This is an optimization exercise on Yosys and OpenROAD, whose aim is small area and a short achievable clock period, not a production implementation.
At most, simulation tests tie the RTL to the original design; equivalence was not proved.
Power and IR drop assume default switching activity.

## top
module top (
  input  logic        clk,
  input  logic        rst_n,
  input  logic [15:0] setpoint,
  input  logic [15:0] feedback,
  input  logic [15:0] Kp,
  input  logic [15:0] Ki,
  input  logic [15:0] Kd,
  input  logic [15:0] clk_prescaler,
  output logic [15:0] control_signal
);
  pid_controller u_dut (
    .clk(clk),
    .rst_n(rst_n),
    .setpoint(setpoint),
    .feedback(feedback),
    .Kp(Kp),
    .Ki(Ki),
    .Kd(Kd),
    .clk_prescaler(clk_prescaler),
    .control_signal(control_signal)
  );
endmodule
Size in the first run: roughly 110 I/O pins, about 0.016 mm^2 of cells after synthesis.
==> flow/config.mk <==
export PLATFORM = sky130hd
export DESIGN_NAME = top
export DESIGN_NICKNAME = top
export VERILOG_FILES = /design/flow/design.v
export SDC_FILE = /design/flow/constraint.sdc
export NUM_CORES = 4
export LEC_CHECK = 0
export CAP_MARGIN = 20
export CORE_MARGIN = 2
export CORE_UTILIZATION = 40
export SLEW_MARGIN = 20
==> flow/constraint.sdc <==
create_clock -name core_clock -period 12.5 [get_ports {clk}]
set_input_delay 2.5000 -clock core_clock [delete_from_list [all_inputs] [get_ports {clk}]]
set_output_delay 2.5000 -clock core_clock [all_outputs]
set_load 0.01 [all_outputs]
run.sh (not shown) runs the stock make flow with config.mk's settings and CLKGATE_MAP_FILE= SYNTH_SCRIPT=/design/flow/synth_recipe.tcl, a recipe that flattens the netlist after the stock synthesis.
The first run passed the timing, design-rule and antenna checks.
Rerun with:
- ABC_AREA: default -> 1
Outcome:
- die area goes up by 4.9%
- non-clock buffer count drops by 23
- global-route usage went up by 1.6 points
- total power went down by 12%
- cell area rises by 4.3%
No functional check of the RTL was part of any run of this note.

* * *

top, a different RTL version from the one above (not shown whole).
For scale: about 1400 cells after synthesis, about 110 I/O pins, ~16000 um^2 of cells after synthesis.
clock: 12.5 ns
lec_check: 0
cap_margin: 20
core_margin: 2
core_utilization: 40
cts_buf_list: sky130_fd_sc_hd__clkbuf_4 sky130_fd_sc_hd__clkbuf_8
cts_cluster_size: 40
setup_slack_margin: 5
slew_margin: 20
synth_hierarchical: 1
synth_minimum_keep_size: 0
Edit:
==> flow/flow/run.sh (new file) <==
#!/bin/bash
# The standard layout, with the port buffers made of plain buf_1 cells
# instead of the delay buffers buffer_ports picks on its own, and a larger
# setup margin for timing repair.
set -euo pipefail
export BUFFER_PORTS_ARGS="-buffer_cell sky130_fd_sc_hd__buf_1"
bash standard.sh SETUP_SLACK_MARGIN=6.8 finish > standard.log 2>&1
==> flow/standard.sh (new file) <==
#!/bin/bash
# synth_recipe.tcl (not shown) runs the flow's synth.tcl, then flattens the netlist and writes it again
# the make line also repeats each setting of config.mk as NAME=value (left out here)
make -C /OpenROAD-flow-scripts/flow DESIGN_CONFIG=/design/flow/config.mk WORK_HOME=/design/flow/orfs CLKGATE_MAP_FILE= SYNTH_SCRIPT=/design/flow/synth_recipe.tcl "${@:-finish}"
--- a/flow/config.mk
+++ b/flow/config.mk
@@ -11,2 +10,0 @@
-export CTS_BUF_LIST = sky130_fd_sc_hd__clkbuf_4 sky130_fd_sc_hd__clkbuf_8
-export CTS_CLUSTER_SIZE = 40
removed: flow/run.sh
The new run ran to the end with no violations.
Area after synthesis stays the same.
Fmax rose by about a fifth.
Setup slack is better by 1300 ps.
Cell area rose by a few percent.
Die area stays the same.
Worst hold slack is better by 13 ps.
Clock-buffer cell count fell by 1.
Sequential power rose slightly.
Critical path depth rose by 1.
Edit:
--- a/flow/flow/run.sh
+++ b/flow/flow/run.sh
@@ -7 +7 @@
-bash standard.sh SETUP_SLACK_MARGIN=6.8 finish > standard.log 2>&1
+bash standard.sh SETUP_SLACK_MARGIN=6.5 finish > standard.log 2>&1
--- a/flow/config.mk
+++ b/flow/config.mk
@@ -10,0 +11,3 @@
+export CTS_BUF_LIST = sky130_fd_sc_hd__clkbuf_2 sky130_fd_sc_hd__clkbuf_4 sky130_fd_sc_hd__clkbuf_8
+export CTS_CLUSTER_DIAMETER = 100
+export CTS_CLUSTER_SIZE = 60
Effect: The new run produced a clean layout. Worst hold slack is better by 30 ps. Routed wire length is lower by 5.3%. Register-to-register slack is worse by 20 ps.
Edit:
--- a/flow/config.mk
+++ b/flow/config.mk
@@ -11,3 +11,4 @@
-export CTS_BUF_LIST = sky130_fd_sc_hd__clkbuf_2 sky130_fd_sc_hd__clkbuf_4 sky130_fd_sc_hd__clkbuf_8
-export CTS_CLUSTER_DIAMETER = 100
-export CTS_CLUSTER_SIZE = 60
+export CTS_BUF_LIST = sky130_fd_sc_hd__clkbuf_4 sky130_fd_sc_hd__clkbuf_8
+export CTS_CLUSTER_SIZE = 40
+export GPL_ROUTABILITY_DRIVEN = 0
+export PLACE_DENSITY = 0.7
Non-clock buffer count went up by 12.
Die area stays the same.
Wire length barely changes.
Final area went up by about 1.1%.
Via count went up by 3.3%.

separate check: timing with driven ports:
The results above use ideal ports. As a check the final layouts listed here were re-extracted and re-timed, cells and wires unchanged. Step 1, drivers: a clkbuf_16 drives clk and a buf_2 each remaining input, both assumed. Step 2 adds t to the input delays and takes it off the output delays; t is the mean of the earliest and latest rising clock arrival at the registers after step 1. Input paths then give back, and output paths get back, about the clock's delay inside the block. Three values: no drivers, after step 1, after step 2; two values: the first two.
run | t, ns | slack for setup (ns) | cell pins on the clock port's net
the first run of note 1 | 0.426 | 2.500 / 2.527 / 2.101 | 1
the second run of note 1 | 0.438 | 4.135 / 4.166 / 3.728 | 1
the first run of note 2 | 0.481 | 5.217 / 5.235 / 4.754 | 1
the second run of note 2 | 0.479 | 6.545 / 6.557 / 6.077 | 1
the third run of note 2 | 0.493 | 6.564 / 6.590 / 6.097 | 1
the fourth run of note 2 | 0.508 | 6.542 / 6.568 / 6.060 | 1
After both steps every run listed still meets setup and hold. The setup slack of the fourth run of note 2, which loses most, moves by +0.026 ns with the drivers and by -0.482 ns with both steps.
